From an optimization exercise on the open Yosys and OpenROAD flow, aimed at small area and a short achievable clock period; shortcuts taken in it are not production practice.
In this exercise RTL edits were held to simulation tests only and were not proved equivalent to the original.

==> flow/design.v (outline; a module is shown in full before it is edited, if it fits) <==
// module InvertSQRoot: 9144 lines
// module FA: 4 lines
module InvertSQRoot(
    input wire clk,
    input wire rst,
    input wire ce,
    input wire [31:0] DataIn,
    output reg [31:0] DataOut,
    output reg DataValid
    );
  // ...
==> flow/run.sh <==
#!/bin/bash
# synth_recipe.tcl (not shown) runs the flow's synth.tcl, then flattens the netlist and writes it again
# the make line also repeats each setting of config.mk as NAME=value (left out here)
make -C /OpenROAD-flow-scripts/flow DESIGN_CONFIG=/design/flow/config.mk WORK_HOME=/design/flow/orfs CLKGATE_MAP_FILE= SYNTH_SCRIPT=/design/flow/synth_recipe.tcl finish
==> flow/config.mk <==
export PLATFORM = sky130hd
export DESIGN_NAME = InvertSQRoot
export DESIGN_NICKNAME = InvertSQRoot
export VERILOG_FILES = /design/flow/design.v
export SDC_FILE = /design/flow/constraint.sdc
export NUM_CORES = 4
export LEC_CHECK = 0
export ABC_CLOCK_PERIOD_IN_PS = 3000
export CAP_MARGIN = 20
export CORE_MARGIN = 2
export CORE_UTILIZATION = 55
export SETUP_SLACK_MARGIN = 5.0
export SLEW_MARGIN = 20
export SYNTH_HIERARCHICAL = 1
==> flow/constraint.sdc <==
create_clock -name core_clock -period 8.0 [get_ports {clk}]
set_input_delay 1.6000 -clock core_clock [delete_from_list [all_inputs] [get_ports {clk}]]
set_output_delay 1.6000 -clock core_clock [all_outputs]
set_load 0.01 [all_outputs]
==> metrics.md, run 1 <==
| Metric | Value |
|---|---|
| Post-CTS Setup Repair Bufs | `2` |
| Total GRT Usage | `30.4%` |
| Critical path depth | `1` |
| Adder-cell share of the synthesized area | `a little over 30%` |
| GRT overflow | `0` |
| Post-placement cell area | `0.0645 sq mm` |
| Buffer share of cell area | `2.77%` |
| First-pass GRT wire length | `268 mm` |
| Sequential share of the synthesized area | `35.6%` |
| Root Buffer | `clkbuf_16` |
| IO Count | `68` |
| Worst Max-Slew Pin Slew | `1.01 ns` |
| Post-Synth Simple-Gate Area | `3.07%` |
| DRT Pass-1 Iters | `7` |
| Largest registers | `DataOut (31), vld (10)` |
| Mapped Area | `0.0623 sq mm` |
| Final hold slack | `0.314 ns` |
| Crit. Startpoint | `DataOut[9]` |
| Multi-input combinational area share | `between 50% and 60%` |
| Slew HR | `32.7%` |
| Post-Synthesis Cells | `5259` |
| Status | `timing/DRC/antenna clean` |
| Seq area share | `32.2%` |
| FF+latch count | `1107` |
| Worst min-delay path class | `flip-flop to flip-flop` |
| RSZ-0062 raised after global routing | `true` |
| Routed wire per std cell | `25.8 um` |
| Clock Skew | `0.0383 ns` |
| Reg2reg end | `n3738_r1` |
| Layout area overhead | `10.6%` |
| Multi-input combinational gate total | `between 3000 and 4000` |
==> inputs of run 2 (changes only) <==
--- a/flow/config.mk
+++ b/flow/config.mk
@@ -8,7 +8,9 @@
 export ABC_CLOCK_PERIOD_IN_PS = 3000
 export CAP_MARGIN = 20
 export CORE_MARGIN = 2
-export CORE_UTILIZATION = 55
+export CORE_UTILIZATION = 65
+export CTS_CLUSTER_DIAMETER = 100
+export CTS_CLUSTER_SIZE = 30
 export SETUP_SLACK_MARGIN = 5.0
 export SLEW_MARGIN = 20
 export SYNTH_HIERARCHICAL = 1
==> metrics.md, run 2 <==
| Metric | Value |
|---|---|
| ANT cells | `0 (unchanged)` |
| Via count | `40900 (was 40700)` |
| # setup viols final | `0 (unchanged)` |
| Status | `timing/DRC/antenna clean (unchanged)` |
| Post-Synthesis Cells | `5259 (unchanged)` |
| Most frequent cells in the layout | `1075 x dfxtp_1, 864 x xnor2_1, 792 x a22oi_1 (was 1085 x dfxtp_1, 864 x xnor2_1, 792 x a22oi_1)` |
| Syn_area_per_cell | `11.8 sq um (unchanged)` |
| CP most frequent cell | `fa_1` |
| GP Congestion | `0.858 (was 0.844)` |
| Synth area leader | `dfxtp_1 (unchanged)` |
| Startpoint types | `flip-flop (unchanged)` |
| GR Util met2 | `54.0% (was 50.0%)` |
| Total GRT Usage | `33.4% (was 30.4%)` |
| Final hold slack | `0.326 ns (was 0.314 ns)` |
| Post-placement cell area | `0.0641 sq mm (was 0.0645 sq mm)` |
| Vias in the first global route | `43000 (was 43700)` |
| Total CTS buffers | `47 (was 117)` |
| Clock tree buffer depth | `3 (unchanged)` |
| Row cnt | `113 (was 123)` |
| Setup crit end | `n4101_r1 (was DataOut[9])` |
| Slew Viols, Final | `0 (unchanged)` |
| Critical path depth | `5 (was 1)` |
| First-pass GRT wire length | `252 mm (was 268 mm)` |
| Routed wire per std cell | `25.6 um (was 25.8 um)` |
| Fin crit share | `37.0% (was 36.6%)` |
| Total of max-cap violations | `0 (unchanged)` |
| Syn_nets | `6356 (unchanged)` |
| Complex-gate fraction of the synthesized area | `13.7% (unchanged)` |
| Synth cell types | `83 (unchanged)` |
| Final Instance Area | `0.0658 sq mm (was 0.0689 sq mm)` |
| TritonCTS clock tree | `yes (unchanged)` |
| XOR/XNOR Fraction of Synth Area | `13.0% (unchanged)` |
| Root Buffer | `clkbuf_16 (unchanged)` |
| Routing usage on met3 | `7.49% (was 5.85%)` |
| Most common cell in the netlist | `dfxtp_1 (unchanged)` |
| Reg2reg end | `n4101_r1 (was n3738_r1)` |
| DRC viols | `0 (unchanged)` |
| Crit-path leading delay family | `adder cells (was flip-flops)` |
| Multiplexer share of the synthesized area | `0.470% (unchanged)` |
| Critical-path maximum fanout | `25 (was 1)` |
| Die Area | `0.0983 sq mm (was 0.116 sq mm)` |
| Initial antenna violation count | `1 (was 4)` |
| IO Count | `68 (unchanged)` |
| DRT iter0 DRCs | `4145 (was 3990)` |
| Crit path buf inv count | `0 (was 1)` |
| Worst-path clk slew | `0.11 ns (was 0.07 ns)` |
| Post-layout minimum cycle time | `2.96 ns (was 2.93 ns)` |
| Final Hold Fails | `0 (unchanged)` |
| RSZ-0062 raised after global routing | `true (unchanged)` |
| Ys Warns | `7 (unchanged)` |
| Clock Skew | `0.0469 ns (was 0.0383 ns)` |
| Largest family of logic cells by synthesized area | `adder cells (unchanged)` |
| Mapped Area | `0.0623 sq mm (unchanged)` |
| Die Y | `314 um (was 341 um)` |
| Peak Freq | `337 MHz (was 341 MHz)` |
| Layout area overhead | `5.72% (was 10.6%)` |
| Top_reg_cell synth | `dfxtp_1 (unchanged)` |
| Max reg flops | `31 (unchanged)` |
| Die width | `314 um (was 341 um)` |
| Largest registers | `DataOut (31), vld (10) (unchanged)` |
| Crit. Startpoint | `n2760_r1 (was DataOut[9])` |
| GRT busiest layer | `met2 (unchanged)` |
| Setup TNS | `0 ns (unchanged)` |
| Clock Latency Late Sink | `0.68 ns (was 0.73 ns)` |
| Final wirelength | `163 mm (was 175 mm)` |
| Met1 GRT Util | `44.0% (was 39.2%)` |
| Core ar. | `0.0950 sq mm (was 0.112 sq mm)` |
| CP arrival | `3.54 ns (was 1.33 ns)` |
| Commonest non-fill, non-tap cell in the layout | `dfxtp_1 (unchanged)` |
| Top reg by flops | `DataOut (unchanged)` |
| Layout cell share with drive strength beyond 1 | `6.58% (was 9.01%)` |
| Slowest stage delay, CP | `0.89 ns (was 0.34 ns)` |
| Sequential share of the synthesized area | `35.6% (unchanged)` |
| Crit path kind | `flip-flop to flip-flop (was flip-flop to primary output)` |
| R2r worst-path depth | `5 (was 10)` |
| Post-DRT Antenna Nets | `0 (unchanged)` |
| I/O Buffers | `66 (unchanged)` |
| GRT overflow | `0 (unchanged)` |
| CP Cell Sequence | `a22oi_1 > xnor2_1 > fa_1 > fa_1 > fa_1 (was dlygate4sd2_1)` |
| Synth async-reset ratio | `0% (unchanged)` |
| H-tree depth | `2 (was 3)` |
| Final HPWL DP | `105 mm (was 113 mm)` |
| Total clock sinks | `1107 (unchanged)` |
| DRT Pass-1 Iters | `9 (was 7)` |
| Critical path required time | `8.57 ns (was 6.40 ns)` |
| Largest net degree at the start of global routing | `45 (unchanged)` |
| Worst min-delay path class | `flip-flop to flip-flop (unchanged)` |
| Slew HR | `30.2% (was 32.7%)` |
| EDFF count, synth | `0 (unchanged)` |
| FF-to-FF Start | `n2760_r1 (was n2037_r1)` |
| NumNets Final | `6201 (was 6277)` |
| Post-Route Utilization | `69.3% (was 61.3%)` |
| Slowest cell on crit path | `dfxtp_2 (was dfxtp_1)` |
| Vias/cell | `6.40 (was 6.01)` |
| Synth top area cells | `dfxtp_1 36%, fa_1 25%, xnor2_1 12%, a22oi_1 9.5%, ha_1 5.9% (unchanged)` |
| Yosys top cell area share | `35.6% (unchanged)` |
| Starting Density | `65.6% (was 55.4%)` |
| Commonest cells post-synth | `1107 x dfxtp_1, 865 x xnor2_1, 792 x a22oi_1, 768 x fa_1, 363 x clkbuf_1 (unchanged)` |
| Worst Max-Slew Pin Slew | `1.05 ns (was 1.01 ns)` |
| Adder-cell share of the synthesized area | `30.6% (unchanged)` |
| Reg2Reg Setup Slack | `5.04 ns (was 5.07 ns)` |
| Fillers | `7168 (was 9148)` |
| Crit. End Element | `flip-flop (was primary output)` |
| Post-Synth Simple-Gate Area | `3.07% (unchanged)` |
| #FFs+latches synth | `1107 (unchanged)` |
## run 2: changes by cell type in the layout (fill, tap and decap cells not counted), moves of 4 or more
cell,change
dfxtp_4,+5
xor2_4,+4
clkinv_4,-6
clkinv_2,-22
dfxtp_1,-10
clkinvlp_4,-9
inv_6,-4
a211oi_2,+4
clkbuf_1,-13
clkbuf_16,-70
bufinv_16,-20
dfxtp_2,+5
clkbuf_8,-12
buf_4,-12
## run 2: logic make-up (layout without fill, tap and decap cells)
family,after synthesis,after routing
buffers and inverters,583,442
muxes,26,26
xor gates and xnor gates,920,923
AOI/OAI and AO/OA,1165,1165
adders and majority gates,1062,1062
other,1,1
and+or+nand+nor,395,395
DFF,1107,1107
## run 2: worst register-to-register path, cell delays in order, from the launching register on
cell	delay (ns)
dfxtp_2	0.89
a22oi_1	0.26
xnor2_1	0.20
fa_1	0.53
fa_1	0.56
fa_1	0.42
## run 2: what timing repair did
| item | in CTS | in global routing |
|---|---|---|
| gates cloned | 2 | 1 |
| hold buffers | 0 | 0 |
| setup buffers | 5 | 5 |
| endpoints found under the setup margin | 222 | 115 |
| pin swaps | 3 | 6 |
| resized for setup | 60 | 28 |
## run 2: cell type report
cell class | instances | area (sq um) | area share (%)
multi-input cells | 3572 | 38100 | 57.9
flip-flops and latches | 1107 | 22200 | 33.7
repair buffers | 226 | 1870 | 2.85
well taps | 1265 | 1580 | 2.40
clock buffers | 50 | 1210 | 1.83
inverters | 150 | 563 | 0.855
clock inverters | 16 | 269 | 0.409
## run 2: how the worst min path moves through the flow
stage | start | end | cells after the start
after floorplan | n1537_r1 | n1537_r2 | 0
after global placement | n269_r4 | n269_r5 | 0
after detailed placement | n262_r6 | n262_r7 | 0
after CTS | n2656_r2 | n2656_r3 | 0
after global routing | n2656_r2 | n2656_r3 | 0
final | n2656_r2 | n2656_r3 | 0
## run 2: per-module statistics from Yosys, one instance, submodules excluded
module        flops+latches  cells
FA                        0      1
InvertSQRoot           1107   4491
## run 2: per-stage QoR
step           setup slack [ns]  std cells
3_3_place_gp               4.60       6307
5_1_grt                    4.98       6386
4_1_cts                    4.87       6380
2_1_floorplan              5.02       5259
6_report                   5.04       6386
3_5_place_dp               4.50       6307
## run 2: metal layers
metal,wire (um),vias up
met3,17700,549
met5,0,-
met2,75800,2396
li1,-,17500
met1,62800,20500
met4,7050,0
==> inputs of run 3 (changes only) <==
--- a/flow/config.mk
+++ b/flow/config.mk
@@ -6,11 +6,11 @@
 export NUM_CORES = 4
 export LEC_CHECK = 0
 export ABC_CLOCK_PERIOD_IN_PS = 3000
-export CAP_MARGIN = 20
+export CAP_MARGIN = 10
 export CORE_MARGIN = 2
 export CORE_UTILIZATION = 65
 export CTS_CLUSTER_DIAMETER = 100
 export CTS_CLUSTER_SIZE = 30
 export SETUP_SLACK_MARGIN = 5.0
-export SLEW_MARGIN = 20
+export SLEW_MARGIN = 10
 export SYNTH_HIERARCHICAL = 1
==> metrics.md, run 3 <==
| Metric | Value |
|---|---|
| Sequential share of the synthesized area | `35.6% (unchanged)` |
| Synth area leader | `dfxtp_1 (unchanged)` |
| Most common cell in the netlist | `dfxtp_1 (unchanged)` |
| Synth top area cells | `dfxtp_1 36%, fa_1 25%, xnor2_1 12%, a22oi_1 9.5%, ha_1 5.9% (unchanged)` |
| Max reg flops | `31 (unchanged)` |
| Worst-path clk slew | `0.11 ns (about the same)` |
| Ys Warns | `7 (unchanged)` |
| Synth cell types | `83 (unchanged)` |
| Final Hold Fails | `0 (unchanged)` |
| Worst Max-Slew Pin Slew | `1.05 ns (unchanged)` |
| GRT overflow | `0 (unchanged)` |
| Vias/cell | `6.40 (unchanged)` |
| Worst min-delay path class | `flip-flop to flip-flop (unchanged)` |
| Post-Route Utilization | `69.3% (unchanged)` |
| Reg2reg end | `n4101_r1 (unchanged)` |
| FF+latch area | `0.0222 sq mm (unchanged)` |
| Top_reg_cell synth | `dfxtp_1 (unchanged)` |
| Syn_nets | `6356 (unchanged)` |
| ANT cells | `0 (unchanged)` |
| Die Y | `314 um (unchanged)` |
| Fin crit share | `37.0% (unchanged)` |
| Clock Latency Late Sink | `0.68 ns (about the same)` |
| Worst hold path startpoint | `n2656_r2 (unchanged)` |
| Dpl ws | `4.50 ns (unchanged)` |
| Post-DRT Antenna Nets | `0 (unchanged)` |
| Total of max-cap violations | `0 (unchanged)` |
| Post-Synthesis Cells | `5259 (unchanged)` |
| Post-placement cell area | `0.0641 sq mm (unchanged)` |
| RSZ-0062 raised after global routing | `true (unchanged)` |
| Setup TNS | `0 ns (unchanged)` |
| DRC viols | `0 (unchanged)` |
| I/O Buffers | `66 (unchanged)` |
| Final wirelength | `163 mm (unchanged)` |
| EDFF count, synth | `0 (unchanged)` |
| Via count | `40900 (unchanged)` |
| Total clock sinks | `1107 (unchanged)` |
| TritonCTS clock tree | `yes (unchanged)` |
| Starting Density | `65.6% (unchanged)` |
| Commonest cells post-synth | `1107 x dfxtp_1, 865 x xnor2_1, 792 x a22oi_1, 768 x fa_1, 363 x clkbuf_1 (unchanged)` |
| First-pass GRT wire length | `252 mm (unchanged)` |
| FF-to-FF Start | `n2760_r1 (unchanged)` |
| Clock tree buffer depth | `3 (unchanged)` |
| Multi-input logic area | `0.0381 sq mm (unchanged)` |
| Fillers | `7168 (unchanged)` |
| Critical-path maximum fanout | `25 (unchanged)` |
| CP most frequent cell | `fa_1 (unchanged)` |
| H-tree depth | `2 (unchanged)` |
| Yosys top cell area share | `35.6% (unchanged)` |
| Final HPWL DP | `105 mm (unchanged)` |
| Total GRT Usage | `33.4% (unchanged)` |
| Layout area overhead | `5.72% (unchanged)` |
| Core ar. | `0.0950 sq mm (unchanged)` |
| Worst Hold Path EP | `n2656_r3 (unchanged)` |
| Largest net degree at the start of global routing | `45 (unchanged)` |
| Slew HR | `30.2% (unchanged)` |
| Post-layout minimum cycle time | `2.96 ns (unchanged)` |
| Mapped Area | `0.0623 sq mm (unchanged)` |
| Crit path kind | `flip-flop to flip-flop (unchanged)` |
| Status | `timing/DRC/antenna clean (unchanged)` |
| Initial antenna violation count | `1 (unchanged)` |
| IO Count | `68 (unchanged)` |
| Routed wire per std cell | `25.6 um (unchanged)` |
| Syn_area_per_cell | `11.8 sq um (unchanged)` |
| Most frequent cells in the layout | `1075 x dfxtp_1, 864 x xnor2_1, 792 x a22oi_1 (unchanged)` |
| CP arrival | `3.54 ns (about the same)` |
| DRT Pass-1 Iters | `9 (unchanged)` |
| R2r worst-path depth | `5 (unchanged)` |
| DRT iter0 DRCs | `4145 (unchanged)` |
| Top reg by flops | `DataOut (unchanged)` |
| Layout cell share with drive strength beyond 1 | `6.58% (unchanged)` |
| Vias in the first global route | `43000 (unchanged)` |
| #FFs+latches synth | `1107 (unchanged)` |
| GP Congestion | `0.858 (unchanged)` |
| WHS Path Cells | `0 (unchanged)` |
| Slowest cell on crit path | `dfxtp_2 (unchanged)` |
| Commonest non-fill, non-tap cell in the layout | `dfxtp_1 (unchanged)` |
| Die width | `314 um (unchanged)` |
| Root Buffer | `clkbuf_16 (unchanged)` |
| Critical path required time | `8.57 ns (about the same)` |
| Row cnt | `113 (unchanged)` |
| Die Area | `0.0983 sq mm (unchanged)` |
| Slack of the critical path | `5.04 ns (unchanged)` |
| Crit. End Element | `flip-flop (unchanged)` |
| CP Cell Sequence | `a22oi_1 > xnor2_1 > fa_1 > fa_1 > fa_1 (unchanged)` |
| Slowest stage delay, CP | `0.89 ns (about the same)` |
| Total CTS buffers | `47 (unchanged)` |
| Largest registers | `DataOut (31), vld (10) (unchanged)` |
| NumNets Final | `6201 (unchanged)` |
| Slew Viols, Final | `0 (unchanged)` |
| Startpoint types | `flip-flop (unchanged)` |
| # setup viols final | `0 (unchanged)` |
| Final Instance Area | `0.0658 sq mm (unchanged)` |
| Clock Skew | `0.0469 ns (unchanged)` |
| Synth async-reset ratio | `0% (unchanged)` |
| Reg2Reg Setup Slack | `5.04 ns (about the same)` |
| Peak Freq | `337 MHz (unchanged)` |
[run 3: cell counts after synthesis]
Identical to the previous run, type by type.
[run 3: repair_timing]
item	4_1_cts	5_1_grt
endpoints found under the setup margin	222	115
resized for setup	60	28
pin swaps	3	6
hold buffers	0	0
cloned	2	1
buffers inserted	5	5
[run 3: worst max-delay path by stage]
stage	cells after the start	start	endpoint	slack (ns)
6_report	5	n2760_r1	n4101_r1	5.04
5_1_grt	15	n4674_r1	n4995_r1	4.98
4_1_cts	15	n4622_r1	n4995_r1	4.87
3_5_place_dp	9	n4835_r3	n4995_r1	4.50
3_3_place_gp	9	n4835_r3	n4995_r1	4.60
2_1_floorplan	14	n4837_r3	n4995_r1	5.02
[run 3: worst max-delay path: cells and delay by family, from the launching register on]
| kind | cells | cell delay [ns] |
|---|---|---|
| adder cells (fa/ha/maj) | 3 | 1.51 |
| flip-flops | 1 | 0.89 |
| AO/OA/AOI/OAI | 1 | 0.22 |
| XOR/XNOR | 1 | 0.20 |
[run 3: cell families after synthesis]
logic type      share of synthesized area, %
fa+ha+maj                               30.6
flops                                   35.6
buf+inv                                 3.59
mux                                    0.470
other cells                          0.00602
simple gates                            3.07
xor+xnor                                13.0
compound gates                          13.7
[run 3: per-stage QoR]
step / instances / hold WS [ns]
2_1_floorplan: 5259 / 0.310
3_3_place_gp: 6307 / 0.310
3_5_place_dp: 6307 / 0.312
4_1_cts: 6380 / 0.330
5_1_grt: 6386 / 0.334
6_report: 6386 / 0.326
[run 3: layout make-up]
class / instances / area share (%)
multi-input combinational: 3572 / 57.9
clock inverter: 16 / 0.409
tap: 1265 / 2.40
clock buffer: 50 / 1.83
sequential: 1107 / 33.7
timing repair buffer: 226 / 2.85
inverter: 150 / 0.855
[run 3: metal layers]
metal | GRT usage (%) | vias to the layer above | routed length, um
li1 | - | 17500 | -
met1 | 44.0 | 20500 | 62800
met2 | 54.0 | 2396 | 75800
met3 | 7.49 | 549 | 17700
met4 | 13.6 | 0 | 7050
met5 | 0 | - | 0
[run 3: modules after synthesis, one instance, submodules excluded]
| module | times used | cell area, sq um | flops+latches | cells inside |
|---|---|---|---|---|
| FA | 768 | 20.0 | 0 | 1 |
| InvertSQRoot | 1 | 46900 | 1107 | 4491 |

-- what the ideal ports hide --
The results above use ideal ports. As a check the final layouts listed here were re-extracted and re-timed, cells and wires unchanged.
Step 1 assumes that a clkbuf_16 drives the clock port and a buf_2 every other input.
Step 2 also shifts input and output timing later by t, the mid clock arrival at the registers, as if the neighbouring blocks saw the same clock.
Slacks: ideal ports / drivers / drivers and shift; pairs: ideal ports / drivers.
run | t (ns) | setup slack, ns | hold WS [ns] | clock arrival spread, ns | worst register clock-pin slew, ns
run 1 | 0.776 | 5.072 / 5.006 / 5.072 | 0.314 / 0.314 / 0.314 | 0.039 / 0.039 | 0.07 / 0.07
run 2 | 0.723 | 5.036 / 5.019 / 5.036 | 0.326 / 0.326 / 0.326 | 0.056 / 0.056 | 0.12 / 0.12
run 3 | 0.723 | 5.036 / 5.019 / 5.036 | 0.326 / 0.326 / 0.326 | 0.056 / 0.056 | 0.12 / 0.12
After both steps every run listed still meets setup and hold.
